Context: an optimization exercise on an open-source flow, tuned for small area and a short achievable clock period. The choices shown serve that exercise and are no tape-out recipe. The RTL was checked by simulation tests, not by an equivalence proof against the original design. The flow treats the clock pin as an ideal source, which a real chip does not have. Power and IR drop assume default switching activity.

job 6969:
## ALU_DESIGN
module ALU_DESIGN #(parameter DW = 8, CW = 4)(INP_VALID,OPA,OPB,CIN,CLK,RST,CMD,CE,MODE,COUT,OFLOW,RES,G,E,L,ERR);
  input [DW-1:0] OPA,OPB;
  input CLK,RST,CE,MODE,CIN;
  input [CW-1:0] CMD;
  input [1:0] INP_VALID;
  output reg [DW+1:0] RES;
  output reg COUT;
  output reg OFLOW;
  output reg G;
  output reg E;
  output reg L;
  output reg ERR;
  reg [7:0] A, B;
  reg [3:0] C;
  reg [4:0] W;
  reg VA, VB;
  reg [7:0] P, Q;
  always @(posedge CLK) begin
    if (INP_VALID[0]) A <= OPA;
    if (INP_VALID[1]) B <= OPB;
    if (|INP_VALID) C <= CMD;
  end
  always @(posedge CLK) begin
    if (RST) begin
      VA <= 1'b0;
      VB <= 1'b0;
    end else begin
      if (INP_VALID[0]) VA <= 1'b1;
      if (INP_VALID[1]) VB <= 1'b1;
    end
  end
  always @(posedge CLK) begin
    if (|INP_VALID)
      W[3:0] <= 4'd0;
    else if ((VA ^ VB) && !W[4])
      W[3:0] <= W[3:0] + 4'd1;
  end
  always @(posedge CLK) begin
    if (RST || (|INP_VALID))
      W[4] <= 1'b0;
    else if ((VA ^ VB) && (&W[3:0]))
      W[4] <= 1'b1;
  end
  wire timeout_err = !RST && W[4] && (INP_VALID == 2'b10 || (INP_VALID == 2'b01 && VB));
  wire c0  = (C == 4'd0);
  wire c1  = (C == 4'd1);
  wire c2  = (C == 4'd2);
  wire c3  = (C == 4'd3);
  wire c4  = (C == 4'd4);
  wire c5  = (C == 4'd5);
  wire c6  = (C == 4'd6);
  wire c7  = (C == 4'd7);
  wire c8  = (C == 4'd8);
  wire c9  = (C == 4'd9);
  wire c10 = (C == 4'd10);
  wire c11 = (C == 4'd11);
  wire c12 = (C == 4'd12);
  wire c13 = (C == 4'd13);
  wire xa    = C[3] ? C[0] : ~(C[2] & C[1]);
  wire x1    = ~C[3] & C[2] & C[1] & ~C[0];
  wire xp    = C[3] & C[1] & ~C[0];
  wire ybsel = ~C[3] & ~(C[2] & ~C[1]);
  wire yinv  = ~C[2] & C[0];
  wire y1    = ~C[3] & C[2] & ~C[1] & C[0];
  wire ci    = c1 | c7 | c10 | (c2 & CIN) | (c3 & ~CIN);
  wire [7:0] xl = ({8{xa}} & A) | ({8{xp}} & P) | {8{x1}};
  wire [7:0] yl = ({8{ybsel}} & (B ^ {8{yinv}})) | {8{y1}} | ({8{xp}} & ~Q);
  wire xh = x1;
  wire yh = (ybsel & yinv) | y1 | xp;
  wire [9:0] xx = {xh, xh, xl};
  ...
For scale: about 800 cells after synthesis, about 59 flip-flops, ~43 I/O pins, about 5500 µm² of cells after synthesis.
Settings: LEC_CHECK=0, CAP_MARGIN=20, CORE_MARGIN=2, CORE_UTILIZATION=45, SETUP_SLACK_MARGIN=2.3, SLEW_MARGIN=20; clock period 5.0 ns.
standard.sh (not shown) runs the stock make flow with config.mk's settings and CLKGATE_MAP_FILE= SYNTH_SCRIPT=/design/flow/synth_recipe.tcl, a recipe that flattens the netlist after the stock synthesis.
==> flow/flow/run.sh <==
#!/bin/bash
# Layout flow: the standard ORFS flow (standard.sh), with two changes:
#  - synthesis is the standard script (synth_recipe.tcl, ORFS synth.tcl) except
#    that full/half-adder extraction is off (ADDER_MAP_FILE empty) and the
#    final ABC mapping runs flow/syn.abc instead of ORFS's speed script;
#    the registers are unchanged (same passes up to dfflibmap);
#  - the port buffers are sky130_fd_sc_hd__buf_2 cells instead of the
#    default delay cells;
#  - after CTS, flow/skew.tcl delays the clock of the output registers
#    (useful skew for the register-to-register paths into them).
set -uo pipefail
W=$(pwd)
{
  head -n 1 synth_recipe.tcl
  cat <<EOT
proc abc {args} {
  set i [lsearch \$args -script]
  lset args [expr {\$i + 1}] $W/flow/syn.abc
  puts "flow/run.sh: abc \$args"
  yosys abc {*}\$args
}
EOT
  tail -n +2 synth_recipe.tcl
} > my_synth.tcl
bash standard.sh SYNTH_SCRIPT=$W/my_synth.tcl ADDER_MAP_FILE= \
  "BUFFER_PORTS_ARGS=-buffer_cell sky130_fd_sc_hd__buf_2" \
  "CTS_ARGS=-sink_clustering_enable -repair_clock_nets -dont_use_dummy_load" \
  POST_CTS_TCL=$W/flow/skew.tcl finish > flow_standard.log 2>&1
rc=$?
cp -r orfs/logs flow_orfs_logs 2>/dev/null
exit $rc
==> flow/flow/skew.tcl <==
# Useful skew between registers: the output registers (RES and the flags)
# get their clock later than the registers that feed them (the second
# group, P and Q, has an empty chain here). Each group of
# target registers on one clock-tree leaf net gets a chain of delay cells.
proc skew_esc {s} { return [string map {[ \\[ ] \\]} $s] }
set skew_rx [list {^(RES\[[0-9]+\]|COUT|OFLOW|G|E|L|ERR)\$_} {^(P|Q)\[[0-9]+\]\$_}]
set skew_chain [list {sky130_fd_sc_hd__clkdlybuf4s50_1 sky130_fd_sc_hd__clkbuf_4} {}]
array unset skew_grp
foreach cell [get_cells *] {
  set name [get_full_name $cell]
  for {set gi 0} {$gi < 2} {incr gi} {
    if {[regexp [lindex $skew_rx $gi] $name]} {
      set pin [get_pins -quiet "[skew_esc $name]/CLK"]
      if {$pin eq ""} { continue }
      set net [get_full_name [get_nets -of_objects $pin]]
      lappend skew_grp([list $net $gi]) $pin
    }
  }
}
set nins 0
foreach key [lsort [array names skew_grp]] {
  lassign $key net gi
  set chain [lindex $skew_chain $gi]
  set curnet $net
  foreach bc $chain {
    set pins $skew_grp($key)
    insert_buffer -buffer_cell $bc -net [get_nets [skew_esc $curnet]] -load_pins $pins
    incr nins
    set curnet [get_full_name [get_nets -of_objects [lindex $pins 0]]]
  }
  puts "skew: group $gi on $net: [llength $skew_grp($key)] registers, now on $curnet"
}
puts "skew: inserted $nins cells"
# The skew must not be what makes the input paths meet timing: from here on
# the repair sees CIN and MODE, whose paths end mostly at the delayed
# registers, arriving later by more than the skew.
set_input_delay 1.85 -clock [get_clocks core_clock] [get_ports {CIN MODE}]
detailed_placement
estimate_parasitics -placement
repair_timing_helper
detailed_placement
check_placement -verbose
Other scripts of this flow, unchanged in this note and not shown: flow/flow/syn.abc
diff inputs: job 6969 => job 2925
Settings: changing SETUP_SLACK_MARGIN from 2.3 to 2.45; changing CORE_UTILIZATION from 45 to 40.
diff --git a/flow/flow/run.sh b/flow/flow/run.sh
--- a/flow/flow/run.sh
+++ b/flow/flow/run.sh
@@ -2 +2 @@
-# Layout flow: the standard ORFS flow (standard.sh), with two changes:
+# Layout flow: the standard ORFS flow (standard.sh), with these changes:
@@ -4,3 +4,6 @@
-#    that full/half-adder extraction is off (ADDER_MAP_FILE empty) and the
-#    final ABC mapping runs flow/syn.abc instead of ORFS's speed script;
-#    the registers are unchanged (same passes up to dfflibmap);
+#    that full/half-adder extraction is off (ADDER_MAP_FILE empty), Yosys's
+#    quick ABC run inside synth is skipped (-noabc), and the final ABC
+#    mapping runs in two parts: the logic downstream of the CIN port (which
+#    arrives late) with flow/late.abc, the rest with flow/syn.abc, so that
+#    ABC cannot fold CIN into the start of the adder's carry chain; the
+#    registers are unchanged (same passes up to dfflibmap);
@@ -15,0 +19 @@
+proc synth {args} { yosys synth -nofsm -noshare -noabc {*}\$args }
@@ -17,0 +22,2 @@
+  set g {\$_AND_,\$_OR_,\$_XOR_,\$_XNOR_,\$_MUX_,\$_NOT_,\$_NAND_,\$_NOR_,\$_ANDNOT_,\$_ORNOT_}
+  yosys select -set late w:CIN %co*:+\$g
@@ -19,2 +25,5 @@
-  puts "flow/run.sh: abc \$args"
-  yosys abc {*}\$args
+  puts "flow/run.sh: abc \$args * @late %d"
+  yosys abc {*}\$args * @late %d
+  lset args [expr {\$i + 1}] $W/flow/late.abc
+  puts "flow/run.sh: abc \$args @late"
+  yosys abc {*}\$args @late
==> flow/flow/late.abc (new file) <==
strash
dch
map -D 2000
strash
dch
map -D 2000
topo
buffer -c
upsize -c -D 2000
dnsize -c -D 2000
stime -c
diff --git a/flow/flow/skew.tcl b/flow/flow/skew.tcl
--- a/flow/flow/skew.tcl
+++ b/flow/flow/skew.tcl
@@ -37 +37 @@
-set_input_delay 1.85 -clock [get_clocks core_clock] [get_ports {CIN MODE}]
+set_input_delay 1.6 -clock [get_clocks core_clock] [get_ports {CIN MODE}]
Findings:
Taking job 6969 as the reference, in job 2925 clock latency reported for the late side of the worst-skew pair down 0.03 ns; proportion of cell area occupied by registers down 0.47 points; violation count after the first detailed-route iteration up 12%; fill cell total of the finished layout up 243; share of layout cells above drive strength 1 down 1.9 points. Delta (job 2925 minus job 6969): clock skew shrank by 0.026 ns; utilization shrank by 6.3 points. Summary: with job 6969 as the reference, area of the mapped netlist in job 2925 moved up slightly. Re critical path depth: job 2925 and job 6969 aren't equal, and the lower value belongs to job 6969. Where final area is concerned, job 6969 is better than job 2925.
Modified inputs, job 799 compared to job 2925
Settings: SETUP_SLACK_MARGIN: 2.45 -> 2.33.
==> flow/flow/run.sh <==
#!/bin/bash
# Layout flow: the standard ORFS flow (standard.sh), with two changes:
#  - synthesis is the standard script (synth_recipe.tcl, ORFS synth.tcl) except
#    that full/half-adder extraction is off (ADDER_MAP_FILE empty) and the
#    final ABC mapping runs flow/syn.abc instead of ORFS's speed script;
#    the registers are unchanged (same passes up to dfflibmap);
#  - the port buffers are sky130_fd_sc_hd__buf_2 cells instead of the
#    default delay cells;
#  - after CTS, flow/skew.tcl delays the clock of the output registers
#    (useful skew for the register-to-register paths into them).
set -uo pipefail
W=$(pwd)
{
  head -n 1 synth_recipe.tcl
  cat <<EOT
proc abc {args} {
  set i [lsearch \$args -script]
  lset args [expr {\$i + 1}] $W/flow/syn.abc
  puts "flow/run.sh: abc \$args"
  yosys abc {*}\$args
}
EOT
  tail -n +2 synth_recipe.tcl
} > my_synth.tcl
bash standard.sh SYNTH_SCRIPT=$W/my_synth.tcl ADDER_MAP_FILE= \
  "BUFFER_PORTS_ARGS=-buffer_cell sky130_fd_sc_hd__buf_2" \
  "CTS_ARGS=-sink_clustering_enable -repair_clock_nets -dont_use_dummy_load" \
  POST_CTS_TCL=$W/flow/skew.tcl finish > flow_standard.log 2>&1
rc=$?
cp -r orfs/logs flow_orfs_logs 2>/dev/null
exit $rc
diff --git a/flow/flow/skew.tcl b/flow/flow/skew.tcl
--- a/flow/flow/skew.tcl
+++ b/flow/flow/skew.tcl
@@ -37 +37 @@
-set_input_delay 1.6 -clock [get_clocks core_clock] [get_ports {CIN MODE}]
+set_input_delay 1.85 -clock [get_clocks core_clock] [get_ports {CIN MODE}]
removed: flow/flow/late.abc
==> results.txt <==
Per the final summary, job 799 finished and its layout is clean on timing, DRC and antenna. Fraction of power spent switching nets delta (job 2925 -> job 799): insignificant. Higher xor and xnor fraction of the mapped netlist area among job 2925 and job 799: job 2925. In the final design statistics, job 799 uses fewer standard cells in total than job 2925.
Changes in job 3089 relative to job 799:
Settings: SETUP_SLACK_MARGIN changed from 2.33 to 2.4.
diff --git a/flow/flow/skew.tcl b/flow/flow/skew.tcl
--- a/flow/flow/skew.tcl
+++ b/flow/flow/skew.tcl
@@ -7 +7 @@
-set skew_chain [list {sky130_fd_sc_hd__clkdlybuf4s50_1 sky130_fd_sc_hd__clkbuf_4} {}]
+set skew_chain [list {sky130_fd_sc_hd__clkdlybuf4s25_1 sky130_fd_sc_hd__clkbuf_4} {}]
@@ -37 +37 @@
-set_input_delay 1.85 -clock [get_clocks core_clock] [get_ports {CIN MODE}]
+set_input_delay 1.75 -clock [get_clocks core_clock] [get_ports {CIN MODE}]
==> comparison <==
Remaining number of nets flagged by the antenna check after routing: job 3089 vs job 799 identical
Looking at hold slack, job 3089 sits above job 799.
For the clock-net power, job 3089 came in about 3.3% lower than job 799 did.
Job 799 finished every step from synthesis to the final layout, and the layout passed the timing, design-rule and antenna checks.
Job 3089 reached the end of the flow, and the finished layout is clean on the timing, design-rule and antenna checks.
Of job 3089 and job 799, the run reporting the higher met1 routing resource usage after global routing was job 799.
Delta (job 3089 minus job 799): area growth from synthesis to layout rose by 3.6 points, critical path arrival fell by 0.15 ns, count of endpoints failing setup in the final report stayed essentially flat, total power of the final layout rose by about 1.6%.
### job 3089 -> job 1463
Settings: SETUP_SLACK_MARGIN now 2.3, was 2.4.
diff --git a/flow/flow/skew.tcl b/flow/flow/skew.tcl
--- a/flow/flow/skew.tcl
+++ b/flow/flow/skew.tcl
@@ -7 +7 @@
-set skew_chain [list {sky130_fd_sc_hd__clkdlybuf4s25_1 sky130_fd_sc_hd__clkbuf_4} {}]
+set skew_chain [list {sky130_fd_sc_hd__clkdlybuf4s50_1 sky130_fd_sc_hd__clkbuf_4} {}]
@@ -37 +37 @@
-set_input_delay 1.75 -clock [get_clocks core_clock] [get_ports {CIN MODE}]
+set_input_delay 1.9 -clock [get_clocks core_clock] [get_ports {CIN MODE}]
Notes after the runs:
Power in the clock group is higher on job 1463
Register-to-register setup slack is higher on job 1463
The met3 global-route usage on job 3089 is in line with that on job 1463.
Reported for job 1463 and job 3089, fraction of synthesized area in multiplexers turned out identical to the last digit.
Global-route wire length before repair of job 1463 is on par with job 3089.

what the ideal ports hide:
The results above use ideal ports. As a check the final layout listed here was re-extracted and re-timed, cells and wires unchanged.
Step 1 sets driving cells, clkbuf_16 on the clock port and buf_2 on the other inputs (assumed; they add their load-dependent delay and slew).
Step 2, shift: input delay + t, output delay - t, t = (earliest + latest rising clock arrival at the registers) / 2. This alone moves slack from input paths to output paths.
Three values: ideal ports, drivers, drivers and shift; two values: the first two.
run: job 2925
t, ns: 0.672
setup WS [ns]: 2.526 / 2.502 / 2.024
clock arrival spread, ns: 0.614 / 0.615
worst data-port slew with drivers (ns): 0.03
Clock arrivals are far apart in job 2925, so t is only a midpoint there and step 2 fits no single register. For job 2925, drivers alone change the setup slack by -0.024 ns; drivers and shift together by -0.502 ns.
